What follows belongs to an exercise in optimizing a design on an open flow for a short achievable clock period; a production flow would make more cautious choices.
RTL that was checked went through simulation tests only; none was proved equivalent to the original.
The RTL of run 2 was laid out without a check of its function.
No driver is modelled on the clock port, so clocking that relies on it looks cheaper here than on a real chip.
No activity file was given, so power comes from the tool's default toggle rates.

==> config.mk <==
export PLATFORM = sky130hd
export DESIGN_NAME = OS_Systolic
export DESIGN_NICKNAME = OS_Systolic
export VERILOG_FILES = /design/flow/design.v
export SDC_FILE = /design/flow/constraint.sdc
export NUM_CORES = 4
export LEC_CHECK = 0
export CAP_MARGIN = 20
export CORE_MARGIN = 2
export CORE_UTILIZATION = 45
export SETUP_SLACK_MARGIN = 4.3
export SLEW_MARGIN = 20
==> constraint.sdc <==
create_clock -name core_clock -period 7.0 [get_ports {clk}]
set_input_delay 1.4000 -clock core_clock [delete_from_list [all_inputs] [get_ports {clk}]]
set_output_delay 1.4000 -clock core_clock [all_outputs]
set_load 0.01 [all_outputs]
==> design.v <==
module OS_PE #(parameter in_word_size 	= 16,
						out_word_size 	= 16)
(
	input     								clk		,
	input     								rst			,
	input   wire	[in_word_size-1:0]   	fmap_in		,
	input	wire	[in_word_size-1:0]   	kernel_in	,
	input	wire   	[out_word_size-1:0] 	Result_in_s	,
	input	wire   	[out_word_size-1:0] 	Result_in_c	,
	input 	wire 			  				Op_sel		,
	output	reg    [in_word_size-1:0]   	fmap_out	,
	output  reg    [in_word_size-1:0]   	kernel_out	,
	output 	reg    [out_word_size-1:0]  	Result_out_s,
	output 	reg    [out_word_size-1:0]  	Result_out_c
);
	localparam W = 16;
	function [2*W-1:0] csa;
		input [W-1:0] a, b, c;
		begin
			csa[W-1:0]   = a ^ b ^ c;
			csa[2*W-1:W] = ((a & b) | (a & c) | (b & c)) << 1;
		end
	endfunction
	wire [W:0]   kx = {kernel_in, 1'b0};
	wire [W-1:0] pp [0:7];
	wire [7:0]   neg;
	genvar i;
	generate
		for (i = 0; i < 8; i = i + 1) begin : booth
			wire b2 = kx[2*i+2];
			wire b1 = kx[2*i+1];
			wire b0 = kx[2*i];
			wire one = b1 ^ b0;
			wire two = (b2 & ~b1 & ~b0) | (~b2 & b1 & b0);
			assign neg[i] = b2 & ~(b1 & b0);
			wire [W-1:0] mag = ({W{one}} & fmap_in) | ({W{two}} & {fmap_in[W-2:0], 1'b0});
			assign pp[i] = (mag ^ {W{neg[i]}}) << (2*i);
		end
	endgenerate
	wire [W-1:0] negs = {1'b0, neg[7], 1'b0, neg[6], 1'b0, neg[5], 1'b0, neg[4],
	                     1'b0, neg[3], 1'b0, neg[2], 1'b0, neg[1], 1'b0, neg[0]};
	wire [W-1:0] a0s, a0c, a1s, a1c, a2s, a2c;
	assign {a0c, a0s} = csa(pp[0], pp[1], pp[2]);
	assign {a1c, a1s} = csa(pp[3], pp[4], pp[5]);
	assign {a2c, a2s} = csa(pp[6], pp[7], negs);
	wire [W-1:0] b0s, b0c, b1s, b1c;
	assign {b0c, b0s} = csa(a0s, a0c, a1s);
	assign {b1c, b1s} = csa(a1c, a2s, a2c);
	reg  [W-1:0] M0, M1, M2, M3;	 
	reg  [W-1:0] As, Ac;			 
	wire [W-1:0] c0s, c0c, c1s, c1c, d0s, d0c, Ps, Pc;
	assign {c0c, c0s} = csa(As, Ac, M0);
	assign {c1c, c1s} = csa(M1, M2, M3);
	assign {d0c, d0s} = csa(c0s, c0c, c1s);
	assign {Pc, Ps}   = csa(d0s, d0c, c1c);	 
always @ (posedge clk or negedge rst) begin
	if (!rst) begin
			fmap_out 	 <= 0;
			kernel_out 	 <= 0;
			M0 <= 0; M1 <= 0; M2 <= 0; M3 <= 0;
			As <= 0; Ac <= 0;
			Result_out_s <= 0;
			Result_out_c <= 0;
		end
	else begin
			fmap_out 	 <= fmap_in;
			kernel_out 	 <= kernel_in;
			M0 <= b0s; M1 <= b0c; M2 <= b1s; M3 <= b1c;
			As <= Ps; Ac <= Pc;
			Result_out_s <= (Op_sel) ? Result_in_s : Ps;
			Result_out_c <= (Op_sel) ? Result_in_c : Pc;
	end
end
endmodule
module OS_PE_last #(parameter in_word_size 	= 16,
							out_word_size 	= 16)
(
	input     								clk		,
	input     								rst			,
	input   wire	[in_word_size-1:0]   	fmap_in		,
	input	wire	[in_word_size-1:0]   	kernel_in	,	 
	input	wire	[in_word_size-1:0]   	kernel_next	,	 
	input	wire	[in_word_size-1:0]   	kernel_next2,	 
	input	wire   	[out_word_size-1:0] 	Result_in_s	,
	input	wire   	[out_word_size-1:0] 	Result_in_c	,
	input 	wire 			  				Op_sel		,
	output	reg    [in_word_size-1:0]   	fmap_out	,
	output  reg    [in_word_size-1:0]   	kernel_out	,
	output 	reg    [out_word_size-1:0]  	Result_out
);
	localparam W = 16;
	function [2*W-1:0] csa;
		input [W-1:0] a, b, c;
		begin
			csa[W-1:0]   = a ^ b ^ c;
			csa[2*W-1:W] = ((a & b) | (a & c) | (b & c)) << 1;
		end
	endfunction
	reg [W-1:0] n3, n5;
	reg [W-1:0] k3, k5, k7, k9, k11, k13, k15;
	wire [W-1:0] kn  = kernel_next;
	wire [W-1:0] kn2 = kernel_next2;
	wire [W-1:0] k = kernel_in;
	wire [W-1:0] mult [0:15];
	assign mult[0]  = {W{1'b0}};
	assign mult[1]  = k;
	assign mult[2]  = {k[W-2:0], 1'b0};
	assign mult[3]  = k3;
	assign mult[4]  = {k[W-3:0], 2'b0};
	assign mult[5]  = k5;
	assign mult[6]  = {k3[W-2:0], 1'b0};
	assign mult[7]  = k7;
	assign mult[8]  = {k[W-4:0], 3'b0};
	assign mult[9]  = k9;
	assign mult[10] = {k5[W-2:0], 1'b0};
	assign mult[11] = k11;
	assign mult[12] = {k3[W-3:0], 2'b0};
	assign mult[13] = k13;
	assign mult[14] = {k7[W-2:0], 1'b0};
	assign mult[15] = k15;
	wire [W-1:0] r0 = mult[fmap_in[3:0]];
	wire [W-1:0] r1 = mult[fmap_in[7:4]]   << 4;
	wire [W-1:0] r2 = mult[fmap_in[11:8]]  << 8;
	wire [W-1:0] r3 = mult[fmap_in[15:12]] << 12;
	wire [W-1:0] a0s, a0c, b0s, b0c;
	assign {a0c, a0s} = csa(r0, r1, r2);
	assign {b0c, b0s} = csa(a0s, a0c, r3);
	reg  [W-1:0] Ms, Mc;	 
	reg  [W-1:0] Acc;		 
	wire [W-1:0] Psum = Acc + Ms + Mc;
	wire [W-1:0] Rin  = Result_in_s + Result_in_c;
always @ (posedge clk or negedge rst) begin
	if (!rst) begin
			fmap_out 	<= 0;
			kernel_out 	<= 0;
			n3 <= 0; n5 <= 0;
			k3 <= 0; k5 <= 0; k7 <= 0; k9 <= 0; k11 <= 0; k13 <= 0; k15 <= 0;
			Ms 			<= 0;
			Mc 			<= 0;
			Acc 		<= 0;
			Result_out 	<= 0;
		end
	else begin
			fmap_out 	<= fmap_in;
			kernel_out 	<= kernel_in;
			n3  <= kn2 + {kn2[W-2:0], 1'b0};
			n5  <= kn2 + {kn2[W-3:0], 2'b0};
			k3  <= n3;
			k5  <= n5;
			k7  <= {kn[W-4:0], 3'b0} - kn;
			k9  <= kn + {kn[W-4:0], 3'b0};
			k11 <= {kn[W-4:0], 3'b0} + n3;
			k13 <= {kn[W-4:0], 3'b0} + n5;
			k15 <= {kn[W-5:0], 4'b0} - kn;
			Ms 			<= b0s;
			Mc 			<= b0c;
			Acc 		<= Psum;
			Result_out  <= (Op_sel) ? Rin : Psum;
	end
end
endmodule
module OS_PE_row #(parameter in_word_size 	= 16,
							 out_word_size 	= 16,
							 row 			= 3,
							 last 			= 0	)
(
	input 						clk,
	input 						rst,
	input [in_word_size -1:0] 	fmap_in,
	input [in_word_size*row -1:0] 	kernel_in,	 
	input [in_word_size*row -1:0] 	kernel_next,	 
	input [in_word_size*row -1:0] 	kernel_next2,	 
	input [out_word_size*row-1:0] 	Result_in_s,	 
	input [out_word_size*row-1:0] 	Result_in_c,
	input Op_sel,
	output [in_word_size -1:0] 	fmap_out,
	output [in_word_size*row -1:0] 	kernel_out,
	output [out_word_size*row-1:0] 	Result_out_s,	 
	output [out_word_size*row-1:0] 	Result_out_c,
	output [out_word_size*row-1:0] 	Result_out		 
);
	wire [in_word_size-1:0] fmap_connection [0:row];
	assign fmap_connection[0] 	= fmap_in;
	assign fmap_out 				= fmap_connection[row];
genvar i;
generate
	for(i = 0; i < row; i = i + 1) begin : Systolic_row
		if (last) begin : L
			OS_PE_last #(in_word_size,out_word_size) PE0 (
				.clk(clk), .rst(rst),
				.fmap_in(fmap_connection[i]),
				.kernel_in(kernel_in[i*in_word_size +: in_word_size]),
				.kernel_next(kernel_next[i*in_word_size +: in_word_size]),
				.kernel_next2(kernel_next2[i*in_word_size +: in_word_size]),
				.Result_in_s(Result_in_s[i*out_word_size +: out_word_size]),
				.Result_in_c(Result_in_c[i*out_word_size +: out_word_size]),
				.Op_sel(Op_sel),
				.fmap_out(fmap_connection[i+1]),
				.kernel_out(kernel_out[i*in_word_size +: in_word_size]),
				.Result_out(Result_out[i*out_word_size +: out_word_size])
			);
			assign Result_out_s[i*out_word_size +: out_word_size] = {out_word_size{1'b0}};
			assign Result_out_c[i*out_word_size +: out_word_size] = {out_word_size{1'b0}};
		end else begin : N
			OS_PE #(in_word_size,out_word_size) PE0 (
				.clk(clk), .rst(rst),
				.fmap_in(fmap_connection[i]),
				.kernel_in(kernel_in[i*in_word_size +: in_word_size]),
				.Result_in_s(Result_in_s[i*out_word_size +: out_word_size]),
				.Result_in_c(Result_in_c[i*out_word_size +: out_word_size]),
				.Op_sel(Op_sel),
				.fmap_out(fmap_connection[i+1]),
				.kernel_out(kernel_out[i*in_word_size +: in_word_size]),
				.Result_out_s(Result_out_s[i*out_word_size +: out_word_size]),
				.Result_out_c(Result_out_c[i*out_word_size +: out_word_size])
			);
			assign Result_out[i*out_word_size +: out_word_size] = {out_word_size{1'b0}};
		end
	end
endgenerate
endmodule
module OS_Systolic #(parameter 	in_word_size 	= 16,
								out_word_size 	= 16,
								row 			= 5	,
								column			= 5	)
(
	input 						clk,
	input 						rst,
	input [in_word_size*column -1:0] 	fmap_in		,	 
	input [in_word_size*row -1:0] 	kernel_in 		,
	input [out_word_size*row-1:0] 	Result_in 		,
	input 						Op_sel						,
	output [in_word_size*column -1:0] 	fmap_out   	,
	output [in_word_size*row -1:0] 	kernel_out 	,
	output [out_word_size*row-1:0] 	Result_out
);
	wire [in_word_size*row - 1:0] kernel_connection [0:column];
	wire [out_word_size*row - 1:0] Rs_connection [0:column];	 
	wire [out_word_size*row - 1:0] Rc_connection [0:column];
	wire [out_word_size*row - 1:0] Rb_connection [0:column];	 
	assign kernel_connection[0] = kernel_in;
	assign Rs_connection[0] = Result_in;
	assign Rc_connection[0] = {out_word_size*row{1'b0}};
	assign kernel_out = kernel_connection[column ];
	assign Result_out = Rb_connection[column ];
genvar i;
generate
	for(i = 0; i < column; i = i + 1) begin : Systolic_column
		OS_PE_row #(in_word_size,out_word_size,row,(i == column-1)) PE0_row
		(
			.clk(clk),
			.rst(rst),
			.fmap_in(fmap_in[i*in_word_size +: in_word_size]),
			.kernel_in(kernel_connection[i]),
			.kernel_next((i > 0) ? kernel_connection[i-1] : kernel_connection[0]),
			.kernel_next2((i > 1) ? kernel_connection[i-2] : kernel_connection[0]),
			.Result_in_s(Rs_connection[i]),
			.Result_in_c(Rc_connection[i]),
			.Op_sel(Op_sel),
			.fmap_out(fmap_out[i*in_word_size +: in_word_size]),
			.kernel_out(kernel_connection[i+1]),
			.Result_out_s(Rs_connection[i+1]),
			.Result_out_c(Rc_connection[i+1]),
			.Result_out(Rb_connection[i+1])
		);
	end
endgenerate
endmodule
==> run.sh <==
#!/bin/bash
# synth_recipe.tcl (not shown) runs the flow's synth.tcl, then flattens the netlist and writes it again
# the make line also repeats each setting of config.mk as NAME=value (left out here)
make -C /OpenROAD-flow-scripts/flow DESIGN_CONFIG=/design/flow/config.mk WORK_HOME=/design/flow/orfs CLKGATE_MAP_FILE= SYNTH_SCRIPT=/design/flow/synth_recipe.tcl finish
==> results of run 1 <==
cell usage after synthesis (59+ instances only):
cell      count  share of area [%]
o21a_1       84               0.29
clkbuf_1    754                1.3
fa_1       1370                 13
nand2b_1    342               0.98
ha_1       1385                8.0
a31oi_1     109               0.31
nand2_1     868                1.5
dfrtp_1    3775                 43
a22oi_1    1447                5.0
a21oi_1     514                1.2
o21ai_0     541                1.2
nand3_1     338               0.78
a21o_1       94               0.32
buf_1       139               0.24
mux2_2      687                3.6
a221oi_1    106               0.43
inv_1      1314                2.3
a22o_1      112               0.45
mux2i_1     174               0.80
and3_1       80               0.23
o21bai_1     72               0.25
xnor2_1    1659                6.7
nor2_1      692                1.2
nor2b_1     246               0.71
a211oi_1     59               0.20
buf_2        93               0.21
xor2_1      505                2.0
nor3_1      153               0.35
registers in the layout, summed over array words and instances (netlist names), 220 cells and up:
| register | flops |
|---|---|
| Systolic_column.PE0_row.Systolic_row.N.PE0.M1 | 240 |
| Systolic_column.PE0_row.Systolic_row.N.PE0.Result_out_s | 320 |
| Systolic_column.PE0_row.Systolic_row.N.PE0.M0 | 320 |
| Systolic_column.PE0_row.Systolic_row.N.PE0.Ac | 280 |
| Systolic_column.PE0_row.Systolic_row.N.PE0.kernel_out | 295 |
| Systolic_column.PE0_row.Systolic_row.N.PE0.Result_out_c | 280 |
| Systolic_column.PE0_row.Systolic_row.N.PE0.As | 320 |
| Systolic_column.PE0_row.Systolic_row.N.PE0.fmap_out | 320 |
| Systolic_column.PE0_row.Systolic_row.N.PE0.M2 | 220 |
final cells by class:
type | count | area (sq um) | area share, %
sequential | 3775 | 94900 | 35.7
clock buffer | 559 | 11700 | 4.40
clock inverter | 197 | 2760 | 1.04
inverter | 1337 | 5270 | 1.98
timing repair inverter | 2 | 10.0 | 0.00377
tap | 6425 | 8040 | 3.02
antenna | 47 | 118 | 0.0443
timing repair buffer | 1905 | 18600 | 6.99
multi-input combinational | 12500 | 124000 | 46.8
kinds of logic (layout without fill, tap and decap cells):
logic type               after synthesis  in the layout  share of synthesized area, %
AO/OA/AOI/OAI                       3630           3631                          11.6
buffers and inverters               2336           4000                          4.09
XOR/XNOR                            2165           2165                          8.71
AND/OR/NAND/NOR                     3029           3030                          6.75
other                                  0             47                             0
multiplexers                         919            920                          4.95
flip-flops                          3775           3775                          43.4
adder cells (fa/ha/maj)             2755           2755                          20.5
worst max-delay path: stages (launching register included):
cell	delay (ns)
dfrtp_1	0.36
ha_1	0.29
ha_2	0.19
inv_2	0.06
fa_2	0.23
nor2b_4	0.05
o31a_1	0.26
o211a_1	0.24
o21ai_2	0.16
o21ai_2	0.10
a221o_1	0.41
xnor2_4	0.17
buf_12	0.16
o2111a_2	0.33
power by group:
group | internal (uW) | switching [uW] | total [uW]
Combinational | 26700 | 32500 | 59200
Clock | 13800 | 9500 | 23300
Sequential | 30000 | 5430 | 35500
Total | 70500 | 47500 | 118000
worst min path at each step:
stage          depth (start not counted)        end      start
2_1_floorplan                          0  flip-flop  flip-flop
3_3_place_gp                           0  flip-flop  flip-flop
3_5_place_dp                           0  flip-flop  flip-flop
4_1_cts                                1  async pin        rst
5_1_grt                                0  flip-flop  flip-flop
6_report                               0  flip-flop  flip-flop
what timing repair did:
action | 4_1_cts | 5_1_grt
setup buffers | 619 | 491
cloned | 37 | 36
pin swaps | 487 | 636
gates resized for setup | 2731 | 986
setup endpoints to repair | 1282 | 750
metrics by stage:
stage	std cells	setup WS, ns	cell area (sq um)	util [%]	hold slack, ns
finish	26700	3.86	266000	55.1	0.352
global route	26700	3.73	266000	55.1	0.356
CTS	26200	3.83	257000	53.4	0.249
detailed placement	24800	1.72	232000	48.0	0.340
global placement	24800	1.58	232000	48.0	0.332
floorplan	18600	3.42	222000	-	0.331
metal layers:
| metal | wire (um) | vias up |
|---|---|---|
| li1 | - | 66700 |
| met1 | 321000 | 78600 |
| met2 | 308000 | 6540 |
| met3 | 60300 | 1586 |
| met4 | 29600 | 60 |
| met5 | 369 | - |
==> run notes, run 1 <==
- Met3 Usage GRT: 5.86%
- # DRC: 0
- Largest net degree at the start of global routing: 179
- Gp weighted congestion: 0.951
- Status: timing/DRC/antenna clean
- Critical Path AT: 4.00 ns
- Max_cap viols: 0
- RSZ-0062 raised after global routing: true
- Setup Viol. Count Final: 0
- #FFs+latches synth: 3775
- Async SR Flop Fraction: 100%
- Max-slew violation count: 0
- # port buffers: 482
- Clk slew on worst S/H paths: 0.06 ns
- Worst vdd ir: 0.423 mV
- Deepest clock path buffer count: 4
- Overall die width: 700 um
- Startpoint Class: flip-flop
- Core Box Area: 482000 sq um
- F_max: 0.318 GHz
- Initial Util: 45.2%
- Crit Path Class: reg -> reg
- Drt wl/cell: 26.9 um
- Root Driver: clkbuf_16
- Die H: 700 um
- GR peak layer: met1
- Fill count: 40500
- Post-synthesis sequential area ratio: 43.4%
- CTS tree: yes
- Initial antenna violation count: 129
- M1 GR Usage: 42.6%
- CTS H-Tree Depth: 5
- Slew margin rel.: 28.7%
- PwrDens: 444 nW/um^2
- Post-Route WL: 719000 um
- Clock buffer count from CTS: 410
- Tot GR Track Use: 28.6%
- CTS Hold Bufs: 0
- Post-route ant nets: 0
- Tmin final: 3.14 ns
- Die area: 490000 sq um
- 1st-iter DRT viols: 15400
- Area Overhead vs Synth: 22.0%
- Synth Instances: 18600
- Share of layout cells above drive strength 1: 25.7%
- Worst setup EP type: flip-flop
- Maximum fanout along the worst path: 3
- Clock Sinks: 3775
- First-pass GRT wire length: 1050000 um
- Vias post-DR: 154000
- Pin slew with the least headroom to its limit: 1.06 ns
- Most common cell after layout, fill and taps aside: dfrtp_1
- Worst min path class: reg -> reg
- Worst Path Required: 7.86 ns
- Drt via density: 5.74
- Fin crit share: 44.9%
- Final Hold Viols: 0
- I/O pins: 483
- Number of global-route vias before repair: 155000
- Layout net count: 22900
- Synth cell types: 99
- Commonest cells after routing, fill and taps aside: 3536 x dfrtp_1, 1559 x xnor2_1, 1232 x inv_1
- Worst skew pair latency: 1.05 ns
- R2R depth: 13
- Global route total overflow: 0
- Mapped Avg Cell Area: 11.7 sq um
- Post-DP HPWL: 513000 um
- M2 GR Usage: 41.4%
- R2r setup slk: 3.86 ns
- Syn Std Cell Area: 218000 sq um
- # rows: 255
- Pre-antenna DRT Iters: 10
- Fin Clk Skew: 0.0726 ns
- Ys Warns: 5
- Top FF cell, synth: dfrtp_1
- Synth Net Count: 21600
- Power consumption: 118000 uW
- Post-synth EDFFs: 0
- Leakage Power: 0.117 uW
- Setup TNS after final layout: 0 ns
==> run 2, diff against run 1 <==
--- a/design.v
+++ b/design.v
@@ -73,14 +73,17 @@
 end
 endmodule
 module OS_PE_last #(parameter in_word_size 	= 16,
-							out_word_size 	= 16)
+							out_word_size 	= 16,
+							early 			= 0	)	 
 (
 	input     								clk		,
 	input     								rst			,
 	input   wire	[in_word_size-1:0]   	fmap_in		,
+	input   wire	[in_word_size-1:0]   	fmap_next	,	 
 	input	wire	[in_word_size-1:0]   	kernel_in	,	 
 	input	wire	[in_word_size-1:0]   	kernel_next	,	 
 	input	wire	[in_word_size-1:0]   	kernel_next2,	 
+	input	wire	[in_word_size-1:0]   	kernel_next3,	 
 	input	wire   	[out_word_size-1:0] 	Result_in_s	,
 	input	wire   	[out_word_size-1:0] 	Result_in_c	,
 	input 	wire 			  				Op_sel		,
@@ -96,21 +99,22 @@
 			csa[2*W-1:W] = ((a & b) | (a & c) | (b & c)) << 1;
 		end
 	endfunction
+	wire [W-1:0] x   = early ? fmap_next    : fmap_in;
+	wire [W-1:0] m   = early ? kernel_next  : kernel_in;
+	wire [W-1:0] kn  = early ? kernel_next2 : kernel_next;
+	wire [W-1:0] kn2 = early ? kernel_next3 : kernel_next2;
 	reg [W-1:0] n3, n5;
 	reg [W-1:0] k3, k5, k7, k9, k11, k13, k15;
-	wire [W-1:0] kn  = kernel_next;
-	wire [W-1:0] kn2 = kernel_next2;
-	wire [W-1:0] k = kernel_in;
 	wire [W-1:0] mult [0:15];
 	assign mult[0]  = {W{1'b0}};
-	assign mult[1]  = k;
-	assign mult[2]  = {k[W-2:0], 1'b0};
+	assign mult[1]  = m;
+	assign mult[2]  = {m[W-2:0], 1'b0};
 	assign mult[3]  = k3;
-	assign mult[4]  = {k[W-3:0], 2'b0};
+	assign mult[4]  = {m[W-3:0], 2'b0};
 	assign mult[5]  = k5;
 	assign mult[6]  = {k3[W-2:0], 1'b0};
 	assign mult[7]  = k7;
-	assign mult[8]  = {k[W-4:0], 3'b0};
+	assign mult[8]  = {m[W-4:0], 3'b0};
 	assign mult[9]  = k9;
 	assign mult[10] = {k5[W-2:0], 1'b0};
 	assign mult[11] = k11;
@@ -118,17 +122,28 @@
 	assign mult[13] = k13;
 	assign mult[14] = {k7[W-2:0], 1'b0};
 	assign mult[15] = k15;
-	wire [W-1:0] r0 = mult[fmap_in[3:0]];
-	wire [W-1:0] r1 = mult[fmap_in[7:4]]   << 4;
-	wire [W-1:0] r2 = mult[fmap_in[11:8]]  << 8;
-	wire [W-1:0] r3 = mult[fmap_in[15:12]] << 12;
+	wire [W-1:0] r0 = mult[x[3:0]];
+	wire [W-1:0] r1 = mult[x[7:4]]   << 4;
+	wire [W-1:0] r2 = mult[x[11:8]]  << 8;
+	wire [W-1:0] r3 = mult[x[15:12]] << 12;
 	wire [W-1:0] a0s, a0c, b0s, b0c;
 	assign {a0c, a0s} = csa(r0, r1, r2);
 	assign {b0c, b0s} = csa(a0s, a0c, r3);
 	reg  [W-1:0] Ms, Mc;	 
 	reg  [W-1:0] Acc;		 
-	wire [W-1:0] Psum = Acc + Ms + Mc;
+	wire [W-1:0] Psum;		 
 	wire [W-1:0] Rin  = Result_in_s + Result_in_c;
+	generate
+		if (early) begin : E
+			reg [W-1:0] Mp;
+			always @ (posedge clk or negedge rst)
+				if (!rst) Mp <= 0;
+				else      Mp <= Ms + Mc;
+			assign Psum = Acc + Mp;
+		end else begin : N
+			assign Psum = Acc + Ms + Mc;
+		end
+	endgenerate
 always @ (posedge clk or negedge rst) begin
 	if (!rst) begin
 			fmap_out 	<= 0;
@@ -170,6 +185,7 @@
 	input [in_word_size*row -1:0] 	kernel_in,	 
 	input [in_word_size*row -1:0] 	kernel_next,	 
 	input [in_word_size*row -1:0] 	kernel_next2,	 
+	input [in_word_size*row -1:0] 	kernel_next3,	 
 	input [out_word_size*row-1:0] 	Result_in_s,	 
 	input [out_word_size*row-1:0] 	Result_in_c,
 	input Op_sel,
@@ -186,12 +202,14 @@
 generate
 	for(i = 0; i < row; i = i + 1) begin : Systolic_row
 		if (last) begin : L
-			OS_PE_last #(in_word_size,out_word_size) PE0 (
+			OS_PE_last #(in_word_size,out_word_size,(i > 0)) PE0 (
 				.clk(clk), .rst(rst),
 				.fmap_in(fmap_connection[i]),
+				.fmap_next(fmap_connection[(i > 0) ? i-1 : 0]),
 				.kernel_in(kernel_in[i*in_word_size +: in_word_size]),
 				.kernel_next(kernel_next[i*in_word_size +: in_word_size]),
 				.kernel_next2(kernel_next2[i*in_word_size +: in_word_size]),
+				.kernel_next3(kernel_next3[i*in_word_size +: in_word_size]),
 				.Result_in_s(Result_in_s[i*out_word_size +: out_word_size]),
 				.Result_in_c(Result_in_c[i*out_word_size +: out_word_size]),
 				.Op_sel(Op_sel),
@@ -254,6 +272,7 @@
 			.kernel_in(kernel_connection[i]),
 			.kernel_next((i > 0) ? kernel_connection[i-1] : kernel_connection[0]),
 			.kernel_next2((i > 1) ? kernel_connection[i-2] : kernel_connection[0]),
+			.kernel_next3((i > 2) ? kernel_connection[i-3] : kernel_connection[0]),
 			.Result_in_s(Rs_connection[i]),
 			.Result_in_c(Rc_connection[i]),
 			.Op_sel(Op_sel),
==> flow/run.sh (new file) <==
#!/bin/bash
set -euo pipefail
bash standard.sh MATCH_CELL_FOOTPRINT=0 finish > standard_flow.log 2>&1
==> standard.sh (new file) <==
#!/bin/bash
# synth_recipe.tcl (not shown) runs the flow's synth.tcl, then flattens the netlist and writes it again
# the make line also repeats each setting of config.mk as NAME=value (left out here)
make -C /OpenROAD-flow-scripts/flow DESIGN_CONFIG=/design/flow/config.mk WORK_HOME=/design/flow/orfs CLKGATE_MAP_FILE= SYNTH_SCRIPT=/design/flow/synth_recipe.tcl "${@:-finish}"
removed: run.sh
==> run 2 against run 1 <==
Net effect:
- synthesized cell count up 0.87%
- clock power barely moved
- sequential power grew 2%
- die area is 0.65% higher
- core utilization increased by 0.27 points
- wire length up 8.8%
==> run notes, run 2 <==
- Status: timing/DRC/antenna clean
- Synth top cells by count: 3839 x dfrtp_1, 1704 x xnor2_1, 1505 x a22oi_1
- Overall die width: 702 um
- Met3 Usage GRT: 7.16%
- Maximum fanout along the worst path: 6
- CTS tree: yes
- Syn Std Cell Area: 219000 sq um
- Die H: 702 um
- Clock buffer count from CTS: 421
- Die area: 493000 sq um
- Pre-antenna DRT Iters: 13
- Fill count: 40300
- PwrDens: 431 nW/um^2
- Number of global-route vias before repair: 159000
- Post-DP HPWL: 556000 um
- Worst min path class: reg -> reg
- First-pass GRT wire length: 1120000 um
- Final Hold Viols: 0
- Register area: 96500 sq um
- Tot GR Track Use: 31.2%
- Final std cell area, no fill: 269000 sq um
- Critical Path AT: 4.03 ns
- Yosys top cell by area: dfrtp_1
- Top FF cell, synth: dfrtp_1
- R2r setup slk: 3.96 ns
- Gp weighted congestion: 0.952
- Vias post-DR: 158000
- 1st-iter DRT viols: 16700
- Post-Route WL: 782000 um
- Setup Viol. Count Final: 0
- Largest net degree at the start of global routing: 153
- Layout net count: 23100
- Global route total overflow: 0
- Core Box Area: 486000 sq um
- Clk slew on worst S/H paths: 0.06 ns
- Initial antenna violation count: 152
- Fin crit share: 43.8%
- Synth top area cells: dfrtp_1 44%, fa_1 12%, ha_1 8.0%
- R2R depth: 12
- Drt wl/cell: 29.0 um
- # port buffers: 482
- M2 GR Usage: 48.6%
- Area Overhead vs Synth: 22.7%
- I/O pins: 483
- Startpoint Class: input port
- Crit path from: fmap_in[64]
- Root Driver: clkbuf_16
- Ys Warns: 6
- Pin slew with the least headroom to its limit: 1.22 ns
- CTS H-Tree Depth: 5
- Worst vdd ir: 0.369 mV
- Setup TNS after final layout: 0 ns
- Worst skew pair latency: 1.06 ns
- Share of layout cells above drive strength 1: 25.6%
- Worst Path Required: 7.97 ns
- Synth Net Count: 21800
- Async SR Flop Fraction: 100%
- GR peak layer: met2
- Slew margin rel.: 18.3%
- Post-synthesis sequential area ratio: 43.8%
- Initial Util: 45.1%
- Most common cell after layout, fill and taps aside: dfrtp_1
- # rows: 256
- Placed instance area: 234000 sq um
- M1 GR Usage: 41.4%
- Mapped Avg Cell Area: 11.7 sq um
- Max_cap viols: 0
- Max-slew violation count: 0
- Leakage Power: 0.119 uW
- F_max: 0.326 GHz
- Area of the multi-input gates: 125000 sq um
- Drt via density: 5.83
- Synth cell types: 96
- Fin Clk Skew: 0.0810 ns
- CTS Hold Bufs: 0
- Crit Path Class: in -> reg
- #FFs+latches synth: 3839
- Deepest clock path buffer count: 4
- RSZ-0062 raised after global routing: true
- Post-synth EDFFs: 0
- Tmin final: 3.07 ns
- # DRC: 0
- Synth top area share: 43.8%
- Clock Sinks: 3839
- Cell with the most instances after synthesis: dfrtp_1
- Worst setup EP type: flip-flop
- Synth Instances: 18800
- Commonest cells after routing, fill and taps aside: 3652 x dfrtp_1, 1574 x xnor2_1, 1260 x inv_1
- Post-route ant nets: 0
-- run 2: changes by cell type after synthesis, sizes merged, moves of 38 or more --
cell,previous run,this run
xnor2,1660,1704
clkbuf,763,826
nand3,338,300
a22oi,1447,1505
buf,236,198
dfrtp,3775,3839
-- run 2: worst min-delay path by stage --
stage | cells past startpoint | end | start
after global placement | 0 | flip-flop | flip-flop
after CTS | 1 | async pin | rst
after detailed placement | 0 | flip-flop | flip-flop
after global routing | 0 | flip-flop | flip-flop
after floorplan | 0 | flip-flop | flip-flop
final | 0 | flip-flop | flip-flop
-- run 2: layout make-up --
cell class | count | share of cell area, %
antenna | 99 | 0.0921
clock buffer | 547 | 4.37
clock inverter | 231 | 1.11
inverter | 1371 | 2.01
multi-input combinational | 12500 | 46.4
sequential | 3839 | 35.9
tap | 6450 | 3.00
timing repair buffer | 1950 | 7.20
-- run 2: metrics by stage --
step	utilization [%]	cells	power [uW]	setup slack (ns)	hold slack [ns]
3_3_place_gp	48.1	25000	88300	1.47	0.332
2_1_floorplan	-	18800	68300	3.34	0.331
5_1_grt	55.3	27000	124000	3.90	0.341
6_report	55.4	27000	116000	3.93	0.323
3_5_place_dp	48.1	25000	89200	1.47	0.335
4_1_cts	53.8	26600	115000	3.89	0.328
-- run 2: layer usage --
metal / vias to the layer above / part of all wire [%]
li1: 67400 / -
met1: 80800 / 40
met2: 7274 / 45
met3: 1947 / 8.5
met4: 74 / 5.8
met5: - / 0.063
-- run 2: kinds of logic after synthesis --
logic type / Yosys count / share of synthesized area [%]
AOI/OAI and AO/OA: 3742 / 11.9
xor gates and xnor gates: 2216 / 8.85
adders and majority gates: 2739 / 20.2
buffers and inverters: 2395 / 4.14
DFF: 3839 / 43.8
muxes: 876 / 4.57
and+or+nand+nor: 2964 / 6.53
-- run 2: critical path: stages --
cell	delay, ns
buf_12	0.09
buf_12	0.11
buf_6	0.11
nand2b_4	0.07
buf_6	0.14
nor3_4	0.34
buf_12	0.19
a22oi_2	0.07
and3_1	0.19
nand4_1	0.25
fa_2	0.52
fa_2	0.54
-- run 2: what timing repair did --
item                                     CTS  global route
endpoints found under the setup margin  1253           808
gates cloned                              50            14
gates resized for setup                 2248           997
endpoints found under the hold margin      0             0
setup buffers                            759           339
pin swaps                                596           683
-- run 2: where the power goes --
part / switching (uW) / internal [uW]
registers: 5750 / 30500
logic: 31500 / 24500
clock network: 9950 / 13700
total: 47200 / 68700
==> run 3, diff against run 2 <==
--- a/design.v
+++ b/design.v
@@ -135,10 +135,15 @@
 	wire [W-1:0] Rin  = Result_in_s + Result_in_c;
 	generate
 		if (early) begin : E
-			reg [W-1:0] Mp;
+			reg [W-1:0] M3, Mp;
 			always @ (posedge clk or negedge rst)
-				if (!rst) Mp <= 0;
-				else      Mp <= Ms + Mc;
+				if (!rst) begin
+					M3 <= 0;
+					Mp <= 0;
+				end else begin
+					M3 <= r3;
+					Mp <= Ms + Mc + M3;
+				end
 			assign Psum = Acc + Mp;
 		end else begin : N
 			assign Psum = Acc + Ms + Mc;
@@ -167,8 +172,8 @@
 			k11 <= {kn[W-4:0], 3'b0} + n3;
 			k13 <= {kn[W-4:0], 3'b0} + n5;
 			k15 <= {kn[W-5:0], 4'b0} - kn;
-			Ms 			<= b0s;
-			Mc 			<= b0c;
+			Ms 			<= early ? a0s : b0s;
+			Mc 			<= early ? a0c : b0c;
 			Acc 		<= Psum;
 			Result_out  <= (Op_sel) ? Rin : Psum;
 	end
==> flow/run.sh (replaced) <==
#!/bin/bash
set -euo pipefail
bash standard.sh MATCH_CELL_FOOTPRINT=0 PRE_CTS_TCL="$PWD/flow/pre_cts.tcl" finish > standard_flow.log 2>&1
==> flow/pre_cts.tcl (new file) <==
# Put each flip-flop that drives an output port's buffer right beside that
# buffer, then legalize.
proc my_pull_output_flops {} {
  set block [ord::get_db_block]
  set n 0
  foreach port [get_ports -quiet [all_outputs]] {
    set net [get_nets -quiet [get_full_name $port]]
    if {$net eq ""} continue
    foreach drv [get_pins -quiet -of_objects $net -filter "direction == output"] {
      set buf [get_cells -of_objects $drv]
      set in [get_pins -of_objects $buf -filter "direction == input"]
      set inet [get_nets -of_objects $in]
      foreach d2 [get_pins -quiet -of_objects $inet -filter "direction == output"] {
        set ff [get_cells -of_objects $d2]
        if {![string match "sky130_fd_sc_hd__dfrtp_*" [get_property $ff ref_name]]} continue
        set dbuf [sta::sta_to_db_inst $buf]
        set dff [sta::sta_to_db_inst $ff]
        set loc [$dbuf getLocation]
        $dff setLocation [lindex $loc 0] [lindex $loc 1]
        $dff setPlacementStatus PLACED
        incr n
      }
    }
  }
  puts "my_pull_output_flops: moved $n flip-flops"
  detailed_placement
}
my_pull_output_flops
--- a/config.mk
+++ b/config.mk
@@ -7,6 +7,6 @@
 export LEC_CHECK = 0
 export CAP_MARGIN = 20
 export CORE_MARGIN = 2
-export CORE_UTILIZATION = 45
+export CORE_UTILIZATION = 55
 export SETUP_SLACK_MARGIN = 4.3
 export SLEW_MARGIN = 20
==> run 3 against run 2 <==
Net effect:
- still clean
- clock-buffer cell count rose by 27
- clock skew fell by 0.026 ns
- wire length fell by 3.5%
- critical path type is now reg -> reg
- largest cell class unchanged
==> run notes, run 3 <==
- Drt wl/cell: 29.4 um
- # port buffers: 482
- Core Box Area: 399000 sq um
- I/O pins: 483
- Layout net count: 23000
- Worst Hold Slack: 0.315 ns
- 1st-iter DRT viols: 18300
- Pre-antenna DRT Iters: 11
- PwrDens: 437 nW/um^2
- Commonest cells after routing, fill and taps aside: 3706 x dfrtp_1, 1645 x xnor2_1, 1366 x inv_1
- Post-synthesis sequential area ratio: 43.9%
- Setup Viol. Count Final: 0
- Global route total overflow: 0
- Number of global-route vias before repair: 156000
- Gp weighted congestion: 0.987
- Pin slew with the least headroom to its limit: 1.29 ns
- Max-slew violation count: 0
- Clk pwr share: 20.0%
- Synth top cells by count: 3859 x dfrtp_1, 1759 x xnor2_1, 1495 x a22oi_1
- Ys Warns: 6
- Cell with the most instances after synthesis: dfrtp_1
- Startpoint Class: flip-flop
- Worst setup EP type: flip-flop
- First-pass GRT wire length: 1090000 um
- Post-Route WL: 755000 um
- Area Overhead vs Synth: 20.2%
- Clock buffer count from CTS: 411
- #FFs+latches synth: 3859
- Worst min path class: reg -> reg
- Initial Util: 55.2%
- Yosys top cell by area: dfrtp_1
- Reg power frac: 31.9%
- Max_cap viols: 0
- Combinational fraction of design power: 48.0%
- CTS tree: yes
- Clock Sinks: 3859
- Internal power: 68800 uW
- Worst Path Required: 7.90 ns
- Synth top area share: 43.9%
- Tmin final: 3.01 ns
- Drt via density: 6.11
- Critical Path AT: 3.91 ns
- Synth top area cells: dfrtp_1 44%, fa_1 12%, ha_1 8.0%
- Top FF cell, synth: dfrtp_1
- F_max: 0.332 GHz
- Most common cell after layout, fill and taps aside: dfrtp_1
- Tot GR Track Use: 36.6%
- Overall die width: 637 um
- Synth Net Count: 21800
- Worst Hold Path Cells: 0
- Fill count: 30000
- Final Hold Viols: 0
- Clk slew on worst S/H paths: 0.06 ns
- Syn Std Cell Area: 220000 sq um
- Async SR Flop Fraction: 100%
- Post-DP HPWL: 546000 um
- Status: timing/DRC/antenna clean
- # rows: 232
- Fin Clk Skew: 0.0551 ns
- Final std cell area, no fill: 265000 sq um
- RSZ-0062 raised after global routing: true
- Share of layout cells above drive strength 1: 23.9%
- # DRC: 0
- Mapped Avg Cell Area: 11.7 sq um
- Post-synth EDFFs: 0
- Crit Path Class: reg -> reg
- R2R depth: 12
- Sw Pwr: 46900 uW
- Fin crit share: 43.0%
- Initial antenna violation count: 160
- Synth cell types: 91
- Vias post-DR: 157000
- Maximum fanout along the worst path: 6
- Leakage Power: 0.117 uW
- Sw Share: 40.6%
- Die H: 637 um
- Placed instance area: 233000 sq um
- Worst vdd ir: 0.554 mV
- Post-route ant nets: 0
- Synth Instances: 18900
- Worst skew pair latency: 1.03 ns
- Setup TNS after final layout: 0 ns
- Die area: 405000 sq um
- Slew margin rel.: 14.3%
- Largest net degree at the start of global routing: 173
## run 3: cell types whose count changed in the layout (fill, tap and decap cells not counted), moves of 46 or more
cell	change
xnor2_1	+71
a21oi_1	+90
a22oi_1	+48
buf_4	-46
buf_6	-62
inv_1	+106
nand2_1	-86
a22oi_2	-58
dfrtp_1	+54
## run 3: logic make-up (layout without fill, tap and decap cells)
logic type | count (synthesis) | after routing | synth area share [%]
flops | 3859 | 3859 | 43.9
compound gates | 3811 | 3811 | 12.0
simple gates | 2820 | 2824 | 6.19
fa+ha+maj | 2739 | 2739 | 20.1
buf+inv | 2496 | 3987 | 4.29
xor+xnor | 2267 | 2267 | 9.02
mux | 873 | 873 | 4.50
other cells | 0 | 92 | 0
## run 3: path summary, 6_finish.rpt
path | start | slack [ns] | to
hold reg to reg | flip-flop | 0.32 | flip-flop
hold / removal | flip-flop | 0.32 | flip-flop
max in group asynchronous | rst | 4.83 | async pin
min in group asynchronous | rst | 0.38 | async pin
setup reg to reg | flip-flop | 3.99 | flip-flop
setup / recovery | flip-flop | 3.99 | flip-flop
## run 3: area by class of cell
cell class | count | area (sq um) | area share, %
antenna | 92 | 230 | 0.0870
clock buffer | 574 | 11900 | 4.50
clock inverter | 182 | 2560 | 0.967
inverter | 1467 | 5760 | 2.18
multi-input combinational | 12500 | 124000 | 46.8
sequential | 3859 | 96900 | 36.6
tap | 5265 | 6590 | 2.49
timing repair buffer | 1763 | 16800 | 6.35
timing repair inverter | 1 | 7.51 | 0.00284
## run 3: through the flow
stage | utilization [%] | setup slack, ns | power [uW] | std cells
after floorplan | - | 3.42 | 68600 | 18900
after global placement | 58.4 | 2.09 | 87800 | 23900
after detailed placement | 58.4 | 2.04 | 88800 | 23900
after CTS | 64.4 | 3.97 | 114000 | 25200
after global routing | 66.3 | 3.89 | 124000 | 25700
final | 66.4 | 3.99 | 116000 | 25700
## run 3: what timing repair did
item | CTS | global route
endpoints found under the setup margin | 1200 | 785
pin swaps | 450 | 620
hold buffers | 0 | 0
resized for setup | 1969 | 986
buffers inserted | 550 | 383
gates cloned | 30 | 18
hold endpoints to repair | 0 | 0
## run 3: routing by layer
| layer | vias up | global-route usage (%) | share of wire, % |
|---|---|---|---|
| met5 | - | 0 | 0.086 |
| met4 | 90 | 11.0 | 3.5 |
| met3 | 1513 | 11.7 | 12 |
| met2 | 7868 | 49.6 | 41 |
| met1 | 80500 | 55.6 | 44 |
| li1 | 67200 | - | - |
## run 3: power groups by stage
stage | sequential [uW] | clock, uW | combinational (uW)
global route | 37500 | 24400 | 62000
CTS | 36700 | 23400 | 54000
floorplan | 33600 | 0 | 35000
global placement | 37000 | 0 | 50900
detailed placement | 37000 | 0 | 51800
finish | 36900 | 23200 | 55600
## run 3: critical path, cell delays in order (launching register included)
cell	delay, ns
dfrtp_4	0.61
inv_2	0.12
ha_4	0.17
mux2_4	0.34
a22oi_2	0.16
xnor2_1	0.12
fa_2	0.37
xor2_2	0.19
xnor2_1	0.16
xnor2_1	0.16
xnor2_1	0.16
xnor2_1	0.16
xnor2_1	0.17
==> run 4, diff against run 3 <==
--- a/design.v
+++ b/design.v
@@ -1,10 +1,13 @@
 module OS_PE #(parameter in_word_size 	= 16,
-						out_word_size 	= 16)
+						out_word_size 	= 16,
+						enc 			= 0	)	 
 (
 	input     								clk		,
 	input     								rst			,
 	input   wire	[in_word_size-1:0]   	fmap_in		,
+	input   wire	[in_word_size-1:0]   	fmap_next	,	 
 	input	wire	[in_word_size-1:0]   	kernel_in	,
+	input	wire	[in_word_size-1:0]   	kernel_next	,	 
 	input	wire   	[out_word_size-1:0] 	Result_in_s	,
 	input	wire   	[out_word_size-1:0] 	Result_in_c	,
 	input 	wire 			  				Op_sel		,
@@ -21,19 +24,42 @@
 			csa[2*W-1:W] = ((a & b) | (a & c) | (b & c)) << 1;
 		end
 	endfunction
-	wire [W:0]   kx = {kernel_in, 1'b0};
-	wire [W-1:0] pp [0:7];
-	wire [7:0]   neg;
+	wire [W-1:0] mcand  = (enc == 2) ? kernel_in : fmap_in;
+	wire [W-1:0] mplier = (enc == 0) ? kernel_in : (enc == 1) ? kernel_next : fmap_next;
+	wire [W:0]   mx = {mplier, 1'b0};
+	wire [7:0] d_one, d_two, d_neg;	 
+	wire [7:0] one, two, neg;		 
 	genvar i;
 	generate
+		for (i = 0; i < 8; i = i + 1) begin : digit
+			wire b2 = mx[2*i+2];
+			wire b1 = mx[2*i+1];
+			wire b0 = mx[2*i];
+			assign d_one[i] = b1 ^ b0;
+			assign d_two[i] = (b2 & ~b1 & ~b0) | (~b2 & b1 & b0);
+			assign d_neg[i] = b2 & ~(b1 & b0);
+		end
+		if (enc == 0) begin : D
+			assign one = d_one;
+			assign two = d_two;
+			assign neg = d_neg;
+		end else begin : R
+			reg [7:0] one_r, two_r, neg_r;
+			always @ (posedge clk or negedge rst)
+				if (!rst) begin
+					one_r <= 0; two_r <= 0; neg_r <= 0;
+				end else begin
+					one_r <= d_one; two_r <= d_two; neg_r <= d_neg;
+				end
+			assign one = one_r;
+			assign two = two_r;
+			assign neg = neg_r;
+		end
+	endgenerate
+	wire [W-1:0] pp [0:7];
+	generate
 		for (i = 0; i < 8; i = i + 1) begin : booth
-			wire b2 = kx[2*i+2];
-			wire b1 = kx[2*i+1];
-			wire b0 = kx[2*i];
-			wire one = b1 ^ b0;
-			wire two = (b2 & ~b1 & ~b0) | (~b2 & b1 & b0);
-			assign neg[i] = b2 & ~(b1 & b0);
-			wire [W-1:0] mag = ({W{one}} & fmap_in) | ({W{two}} & {fmap_in[W-2:0], 1'b0});
+			wire [W-1:0] mag = ({W{one[i]}} & mcand) | ({W{two[i]}} & {mcand[W-2:0], 1'b0});
 			assign pp[i] = (mag ^ {W{neg[i]}}) << (2*i);
 		end
 	endgenerate
@@ -46,18 +72,28 @@
 	wire [W-1:0] b0s, b0c, b1s, b1c;
 	assign {b0c, b0s} = csa(a0s, a0c, a1s);
 	assign {b1c, b1s} = csa(a1c, a2s, a2c);
+	wire [W-1:0] m0 = {pp[0][15] ^ pp[1][15] ^ pp[2][15] ^ pp[3][15] ^
+	                   pp[4][15] ^ pp[5][15] ^ pp[6][15] ^ pp[7][15], b0s[W-2:0]};
+	wire [W-1:0] m1 = {a0c[15], b0c[W-2:0]};
+	wire [W-1:0] m2 = {a1c[15], b1s[W-2:0]};
+	wire [W-1:0] m3 = {a2c[15], b1c[W-2:0]};
+	wire [1:0]   e  = {b0c[15], b1c[15]};
 	reg  [W-1:0] M0, M1, M2, M3;	 
+	reg  [1:0]   E;					 
 	reg  [W-1:0] As, Ac;			 
 	wire [W-1:0] c0s, c0c, c1s, c1c, d0s, d0c, Ps, Pc;
 	assign {c0c, c0s} = csa(As, Ac, M0);
 	assign {c1c, c1s} = csa(M1, M2, M3);
 	assign {d0c, d0s} = csa(c0s, c0c, c1s);
-	assign {Pc, Ps}   = csa(d0s, d0c, c1c);	 
+	wire [W-1:0] qs;
+	assign {Pc, qs}   = csa(d0s, d0c, c1c);
+	assign Ps = {qs[W-1] ^ E[1] ^ E[0], qs[W-2:0]};	 
 always @ (posedge clk or negedge rst) begin
 	if (!rst) begin
 			fmap_out 	 <= 0;
 			kernel_out 	 <= 0;
 			M0 <= 0; M1 <= 0; M2 <= 0; M3 <= 0;
+			E <= 0;
 			As <= 0; Ac <= 0;
 			Result_out_s <= 0;
 			Result_out_c <= 0;
@@ -65,7 +101,8 @@
 	else begin
 			fmap_out 	 <= fmap_in;
 			kernel_out 	 <= kernel_in;
-			M0 <= b0s; M1 <= b0c; M2 <= b1s; M3 <= b1c;
+			M0 <= m0; M1 <= m1; M2 <= m2; M3 <= m3;
+			E <= e;
 			As <= Ps; Ac <= Pc;
 			Result_out_s <= (Op_sel) ? Result_in_s : Ps;
 			Result_out_c <= (Op_sel) ? Result_in_c : Pc;
@@ -103,7 +140,7 @@
 	wire [W-1:0] m   = early ? kernel_next  : kernel_in;
 	wire [W-1:0] kn  = early ? kernel_next2 : kernel_next;
 	wire [W-1:0] kn2 = early ? kernel_next3 : kernel_next2;
-	reg [W-1:0] n3, n5;
+	reg [W-1:0] n3, n5, n7, n9, n15;
 	reg [W-1:0] k3, k5, k7, k9, k11, k13, k15;
 	wire [W-1:0] mult [0:15];
 	assign mult[0]  = {W{1'b0}};
@@ -153,7 +190,7 @@
 	if (!rst) begin
 			fmap_out 	<= 0;
 			kernel_out 	<= 0;
-			n3 <= 0; n5 <= 0;
+			n3 <= 0; n5 <= 0; n7 <= 0; n9 <= 0; n15 <= 0;
 			k3 <= 0; k5 <= 0; k7 <= 0; k9 <= 0; k11 <= 0; k13 <= 0; k15 <= 0;
 			Ms 			<= 0;
 			Mc 			<= 0;
@@ -165,13 +202,16 @@
 			kernel_out 	<= kernel_in;
 			n3  <= kn2 + {kn2[W-2:0], 1'b0};
 			n5  <= kn2 + {kn2[W-3:0], 2'b0};
+			n7  <= {kn2[W-4:0], 3'b0} - kn2;
+			n9  <= kn2 + {kn2[W-4:0], 3'b0};
+			n15 <= {kn2[W-5:0], 4'b0} - kn2;
 			k3  <= n3;
 			k5  <= n5;
-			k7  <= {kn[W-4:0], 3'b0} - kn;
-			k9  <= kn + {kn[W-4:0], 3'b0};
+			k7  <= n7;
+			k9  <= n9;
 			k11 <= {kn[W-4:0], 3'b0} + n3;
 			k13 <= {kn[W-4:0], 3'b0} + n5;
-			k15 <= {kn[W-5:0], 4'b0} - kn;
+			k15 <= n15;
 			Ms 			<= early ? a0s : b0s;
 			Mc 			<= early ? a0c : b0c;
 			Acc 		<= Psum;
@@ -182,7 +222,8 @@
 module OS_PE_row #(parameter in_word_size 	= 16,
 							 out_word_size 	= 16,
 							 row 			= 3,
-							 last 			= 0	)
+							 last 			= 0,
+							 col 			= 0	)	 
 (
 	input 						clk,
 	input 						rst,
@@ -225,10 +266,12 @@
 			assign Result_out_s[i*out_word_size +: out_word_size] = {out_word_size{1'b0}};
 			assign Result_out_c[i*out_word_size +: out_word_size] = {out_word_size{1'b0}};
 		end else begin : N
-			OS_PE #(in_word_size,out_word_size) PE0 (
+			OS_PE #(in_word_size,out_word_size,(col > 0) ? 1 : (i > 0) ? 2 : 0) PE0 (
 				.clk(clk), .rst(rst),
 				.fmap_in(fmap_connection[i]),
+				.fmap_next(fmap_connection[(i > 0) ? i-1 : 0]),
 				.kernel_in(kernel_in[i*in_word_size +: in_word_size]),
+				.kernel_next(kernel_next[i*in_word_size +: in_word_size]),
 				.Result_in_s(Result_in_s[i*out_word_size +: out_word_size]),
 				.Result_in_c(Result_in_c[i*out_word_size +: out_word_size]),
 				.Op_sel(Op_sel),
@@ -269,7 +312,7 @@
 genvar i;
 generate
 	for(i = 0; i < column; i = i + 1) begin : Systolic_column
-		OS_PE_row #(in_word_size,out_word_size,row,(i == column-1)) PE0_row
+		OS_PE_row #(in_word_size,out_word_size,row,(i == column-1),i) PE0_row
 		(
 			.clk(clk),
 			.rst(rst),
==> run 4 against run 3 <==
Net effect:
- final area rose by 3.0%
- critical path type is now reg -> out
- critical path depth fell by 11
- via count fell by 1.7%
- power rose by 6.3%
==> run notes, run 4 <==
- Worst setup EP type: output pin
- I/O pins: 483
- Area of the multi-input gates: 119000 sq um
- Post-DP HPWL: 540000 um
- Tmin final: 2.97 ns
- Clk slew on worst S/H paths: 0.06 ns
- F_max: 0.337 GHz
- Setup TNS after final layout: 0 ns
- Global route total overflow: 0
- Post-route ant nets: 0
- Critical Path AT: 1.57 ns
- Setup Viol. Count Final: 0
- Leakage Power: 0.121 uW
- Highest routed metal layer: met5
- Met2 wire len: 349000 um
- WP buf/inv: 1
- Placed instance area: 248000 sq um
- Placed cell count: 24400
- Fin Clk Skew: 0.0418 ns
- Post-synth EDFFs: 0
- Worst Hold Slack: 0.342 ns
- Final Hold Viols: 0
- Max-slew violation count: 0
- Worst min path class: in -> async
- Crit Path Class: reg -> out
- Clock Sinks: 4508
- Power consumption: 123000 uW
- Synth top area share: 48.0%
- Cell Count, Final, Fillers Out: 25800
- Status: timing/DRC/antenna clean
- Post-synthesis sequential area ratio: 48.0%
- # rows: 240
- Worst path depth: 1
- CP peak stage delay: 0.40 ns
- Area Overhead vs Synth: 16.0%
- Routed wl met3: 53300 um
- Wire length on met1: 306000 um
- Initial Util: 55.1%
- Maximum fanout along the worst path: 1
- Yosys top cell by area: dfrtp_1
- Mapped Avg Cell Area: 12.3 sq um
- Worst vdd ir: 0.396 mV
- First-pass GRT wire length: 1100000 um
- Slew margin rel.: 24.2%
- Clock buffer count from CTS: 467
- Tot GR Track Use: 34.6%
- Worst path cell trace: buf_6
- 1st-iter DRT viols: 15400
- Fin crit share: 42.4%
- Worst Path Required: 5.60 ns
- Pre-antenna DRT Iters: 10
- Drt via density: 5.99
- Ys Warns: 11
- Vias post-DR: 154000
- Drt wl/cell: 29.0 um
- Post-Route WL: 749000 um
- Most common cell after layout, fill and taps aside: dfrtp_1
- Synth Instances: 19000
- Layout net count: 22700
- Overall die width: 658 um
- Async SR Flop Fraction: 100%
- Synth top cells by count: 4508 x dfrtp_1, 1844 x xnor2_1, 1638 x a22oi_1
- Gp weighted congestion: 0.950
- Largest net degree at the start of global routing: 179
- Worst skew pair latency: 1.04 ns
- # port buffers: 482
- Final std cell area, no fill: 273000 sq um
- RSZ-0062 raised after global routing: true
- Synth cell types: 84
- Syn Std Cell Area: 235000 sq um
- R2r setup slk: 4.13 ns
- Fill count: 32800
- #FFs+latches synth: 4508
- Commonest cells after routing, fill and taps aside: 4405 x dfrtp_1, 1797 x xnor2_1, 1352 x a22oi_1
- Top FF cell, synth: dfrtp_1
- Die area: 432000 sq um
- Cell with the most instances after synthesis: dfrtp_1
- Pin slew with the least headroom to its limit: 1.14 ns
- Core Box Area: 426000 sq um
- Startpoint Class: flip-flop
- Synth top area cells: dfrtp_1 48%, fa_1 11%, ha_1 7.5%
- Number of global-route vias before repair: 161000
- Register area: 113000 sq um
- R2R depth: 10
- Critical path's slowest cell: dfrtp_1
- Share of layout cells above drive strength 1: 18.9%
- Synth Net Count: 22000
- CP top delay family: flip-flops
- Die H: 658 um
- Initial antenna violation count: 84
- Max_cap viols: 0
- PwrDens: 451 nW/um^2
- CTS tree: yes
- # DRC: 0
[run 4: changes by cell type after synthesis, sizes merged, moves of 86 or more]
cell    previous run  this run
nand2b           277       144
a21oi            650       420
a22oi           1495      1638
nand2            800       664
dfrtp           3859      4508
clkbuf           821       921
nor2             695       609
[run 4: how the worst max path moves through the flow]
stage	start	endpoint	slack [ns]
global route	flip-flop	fmap_out[63]	3.99
floorplan	fmap_in[66]	flip-flop	3.43
global placement	fmap_in[68]	flip-flop	1.71
finish	flip-flop	fmap_out[63]	4.03
CTS	flip-flop	fmap_out[18]	3.96
detailed placement	fmap_in[68]	flip-flop	1.70
[run 4: final cells by class]
class                      count  share of cell area (%)
antenna                       43                  0.0395
clock buffer                 645                    4.94
clock inverter               219                    1.09
inverter                    1392                    1.96
multi-input combinational  12100                    43.7
sequential                  4508                    41.5
tap                         5687                    2.61
timing repair buffer        1223                    4.23
[run 4: metal layers]
| metal | GRT usage, % | vias up |
|---|---|---|
| met3 | 6.18 | 1622 |
| met2 | 54.6 | 6398 |
| li1 | - | 66500 |
| met5 | 0 | - |
| met1 | 46.9 | 79800 |
| met4 | 16.0 | 32 |
[run 4: power breakdown]
| group | total (uW) | internal, uW | switching [uW] |
|---|---|---|---|
| registers | 40900 | 34900 | 6010 |
| clock network | 26500 | 15700 | 10700 |
| logic | 55600 | 24800 | 30900 |
[run 4: cell families after synthesis]
kind of cell	share of synthesized area (%)
AOI/OAI and AO/OA	10.9
adders and majority gates	18.9
muxes	4.26
and+or+nand+nor	5.20
xor gates and xnor gates	8.79
DFF	48.0
buffers and inverters	3.94
[run 4: what timing repair did]
item / 4_1_cts / 5_1_grt
hold buffers: 0 / 0
cloned: 21 / 6
buffers inserted: 274 / 151
pin swaps: 245 / 280
endpoints found under the setup margin: 843 / 531
resized for setup: 1471 / 534
[run 4: stage by stage]
stage          setup slack (ns)  utilization (%)
2_1_floorplan              3.43                -
3_3_place_gp               1.71             58.1
3_5_place_dp               1.70             58.1
4_1_cts                    3.96             63.1
5_1_grt                    3.99             63.9
6_report                   4.03             63.9
==> run 5, diff against run 4 <==
--- a/config.mk
+++ b/config.mk
@@ -7,6 +7,6 @@
 export LEC_CHECK = 0
 export CAP_MARGIN = 20
 export CORE_MARGIN = 2
-export CORE_UTILIZATION = 55
+export CORE_UTILIZATION = 45
 export SETUP_SLACK_MARGIN = 4.3
 export SLEW_MARGIN = 20
==> run 5 against run 4 <==
Net effect:
- sequential share of layout area fell by 0.25 points
- still clean on timing, DRC and antenna
- largest power group unchanged
- critical path depth did not move
- final cell count rose by 4.9%
- worst hold slack worse by 0.089 ns
- sequential power barely moved
- combinational power decreased by 2%
- core utilization is 11 points lower
- synthesized cell count unchanged
- wire length is essentially flat
- area after synthesis unchanged
- highest routed layer unchanged
==> run notes, run 5 <==
- Synth cell types: 84
- Share of layout cells above drive strength 1: 18.4%
- Worst vdd ir: 0.399 mV
- Power consumption: 122000 uW
- Reg power frac: 33.5%
- Sw Pwr: 47000 uW
- Status: timing/DRC/antenna clean
- Async SR Flop Fraction: 100%
- Synth Net Count: 22000
- CTS tree: yes
- Setup TNS after final layout: 0 ns
- PwrDens: 446 nW/um^2
- Final Hold Viols: 0
- Worst min path class: in -> async
- # rows: 265
- Startpoint Class: flip-flop
- Initial antenna violation count: 114
- Worst skew pair latency: 1.06 ns
- Fin crit share: 42.9%
- #FFs+latches synth: 4508
- Synth top area cells: dfrtp_1 48%, fa_1 11%, ha_1 7.5%
- Cell with the most instances after synthesis: dfrtp_1
- Area Overhead vs Synth: 16.7%
- 1st-iter DRT viols: 14500
- Largest net degree at the start of global routing: 173
- Syn Std Cell Area: 235000 sq um
- Worst path cell trace: buf_6
- Most common cell after layout, fill and taps aside: dfrtp_1
- Yosys top cell by area: dfrtp_1
- Post-route setup slack: 3.99 ns
- Critical path's slowest cell: dfrtp_1
- Global route total overflow: 0
- Synth top cells by count: 4508 x dfrtp_1, 1844 x xnor2_1, 1638 x a22oi_1
- WP buf/inv: 1
- Crit Path Class: reg -> out
- I/O pins: 483
- Die area: 528000 sq um
- Max-slew violation count: 0
- Post-DP HPWL: 542000 um
- Pin slew with the least headroom to its limit: 1.24 ns
- Slew margin rel.: 17.6%
- Gp weighted congestion: 0.938
- Drt via density: 5.67
- Mapped Avg Cell Area: 12.3 sq um
- CP top delay family: flip-flops
- CTS Hold Bufs: 0
- Ys Warns: 11
- Setup WS pre-CTS: 1.55 ns
- Synth Instances: 19000
- Max_cap viols: 0
- Worst setup EP type: output pin
- Clk slew on worst S/H paths: 0.06 ns
- F_max: 0.333 GHz
- # port buffers: 482
- Vias post-DR: 153000
- First-pass GRT wire length: 1100000 um
- Setup Viol. Count Final: 0
- Commonest cells after routing, fill and taps aside: 4414 x dfrtp_1, 1802 x xnor2_1, 1353 x a22oi_1
- Final std cell area, no fill: 274000 sq um
- Number of global-route vias before repair: 160000
- Layout net count: 22700
- Internal power: 75300 uW
- Synth top area share: 48.0%
- Fin Clk Skew: 0.103 ns
- Critical Path AT: 1.61 ns
- Placed instance area: 249000 sq um
- Tot GR Track Use: 28.0%
- Sw Share: 38.4%
- Worst Path Required: 5.60 ns
- Post-route ant nets: 0
- Final core occ: 52.7%
- Core Box Area: 521000 sq um
- Die H: 727 um
- Combinational fraction of design power: 44.4%
- Post-synth EDFFs: 0
- RSZ-0062 raised after global routing: true
- Clk pwr share: 22.1%
- Post-Route WL: 749000 um
- Tmin final: 3.01 ns
- Pre-antenna DRT Iters: 11
- CP peak stage delay: 0.40 ns
- Initial Util: 45.1%
- Top FF cell, synth: dfrtp_1
- Maximum fanout along the worst path: 1
- Drt wl/cell: 27.7 um
- Clock buffer count from CTS: 476
- Overall die width: 727 um
- Clock Sinks: 4508
- Leakage Power: 0.121 uW
- # DRC: 0
- Post-synthesis sequential area ratio: 48.0%
==> run 5: changes by cell type in the layout (fill, tap and decap cells not counted), moves of 14 or more <==
| cell | before | now |
|---|---|---|
| clkbuf_2 | 247 | 204 |
| dlymetal6s2s_1 | 57 | 72 |
| buf_6 | 97 | 111 |
| clkinv_16 | 1 | 15 |
| clkbuf_1 | 76 | 60 |
| buf_4 | 538 | 523 |
==> run 5: power by group through the flow <==
| stage | Clock [uW] | Combinational (uW) | Sequential, uW |
|---|---|---|---|
| final | 27100 | 54300 | 41000 |
| after global routing | 28700 | 61200 | 41600 |
| after CTS | 27600 | 54200 | 40900 |
| after detailed placement | 0 | 52000 | 41300 |
| after global placement | 0 | 50900 | 41300 |
| after floorplan | 0 | 35500 | 38100 |
==> run 5: worst paths after layout <==
path | start | endpoint | slack [ns] | cells past startpoint
min | rst | async pin | 0.25 | 1
max | flip-flop | fmap_out[63] | 3.99 | 1
min in group core_clock | flip-flop | flip-flop | 0.31 | 0
max in group asynchronous | rst | async pin | 4.78 | 3
max reg2reg | flip-flop | flip-flop | 4.01 | 13
min reg2reg | flip-flop | flip-flop | 0.31 | 0
==> run 5: timing repair <==
action / CTS / global route
cloned: 15 / 13
endpoints found under the setup margin: 753 / 484
buffers inserted: 253 / 163
pin swaps: 159 / 280
resized for setup: 1309 / 550
==> run 5: stage by stage <==
stage	cells	hold WS (ns)
after floorplan	19000	0.331
after global placement	25700	0.331
after detailed placement	25700	0.335
after CTS	26800	0.193
after global routing	27000	0.226
final	27000	0.253
==> run 5: logic make-up after synthesis <==
family                   count (synthesis)  synth area share [%]
buffers and inverters                 2455                  3.94
multiplexers                           866                  4.26
flip-flops                            4508                  48.0
XOR/XNOR                              2358                  8.79
AO/OA/AOI/OAI                         3593                  10.9
AND/OR/NAND/NOR                       2497                  5.20
adder cells (fa/ha/maj)               2752                  18.9
==> run 5: worst reg2reg max path, cell delays in order (launching register included) <==
cell,delay [ns]
dfrtp_4,0.47
buf_12,0.13
buf_12,0.10
ha_4,0.14
inv_2,0.04
fa_2,0.36
nor2b_2,0.16
o21ai_2,0.10
a21oi_2,0.23
o41ai_4,0.10
o311a_1,0.34
o31ai_1,0.22
a21oi_1,0.13
xor2_2,0.34
==> run 5: per-layer routing <==
| layer | wire (um) | global-route usage [%] | vias up |
|---|---|---|---|
| li1 | - | - | 66500 |
| met4 | 38800 | 11.7 | 36 |
| met1 | 309000 | 37.6 | 79400 |
| met5 | 218 | 0 | - |
| met2 | 353000 | 45.5 | 5949 |
| met3 | 47600 | 4.56 | 1611 |
==> run 5: layout make-up <==
| type | instances | area [sq um] |
|---|---|---|
| inverters | 1392 | 5340 |
| well taps | 6942 | 8690 |
| multi-input cells | 12100 | 118000 |
| clock buffers | 633 | 13500 |
| flip-flops and latches | 4508 | 113000 |
| diodes | 50 | 125 |
| clock inverters | 247 | 3500 |
| repair buffers | 1209 | 11700 |
| fillers | 44300 | 246000 |

## what the ideal ports hide
The results above use ideal ports. As a check the final layouts listed here were re-extracted and re-timed, cells and wires unchanged. Step 1, drivers: a clkbuf_16 drives clk and a buf_2 each remaining input, both assumed. Step 2, shift: input delay + t, output delay - t, t = (earliest + latest rising clock arrival at the registers) / 2. This alone moves slack from input paths to output paths. Slacks: ideal / step 1 / step 2; pairs: ideal / step 1.
| run | shift t [ns] | slack for setup (ns) | worst register clock-pin slew, ns |
|---|---|---|---|
| run 1 | 1.144 | 3.860 / 3.776 / 2.958 | 0.08 / 0.08 |
| run 2 | 1.139 | 3.932 / 3.840 / 2.729 | 0.08 / 0.08 |
| run 3 | 1.125 | 3.991 / 3.912 / 2.877 | 0.07 / 0.07 |
| run 4 | 1.143 | 4.032 / 3.909 / 2.849 | 0.07 / 0.07 |
| run 5 | 1.144 | 3.994 / 3.869 / 2.946 | 0.07 / 0.07 |
After both steps every run listed still meets setup and hold. For run 2, which loses most, drivers alone change the setup slack by -0.092 ns; drivers and shift together by -1.203 ns.
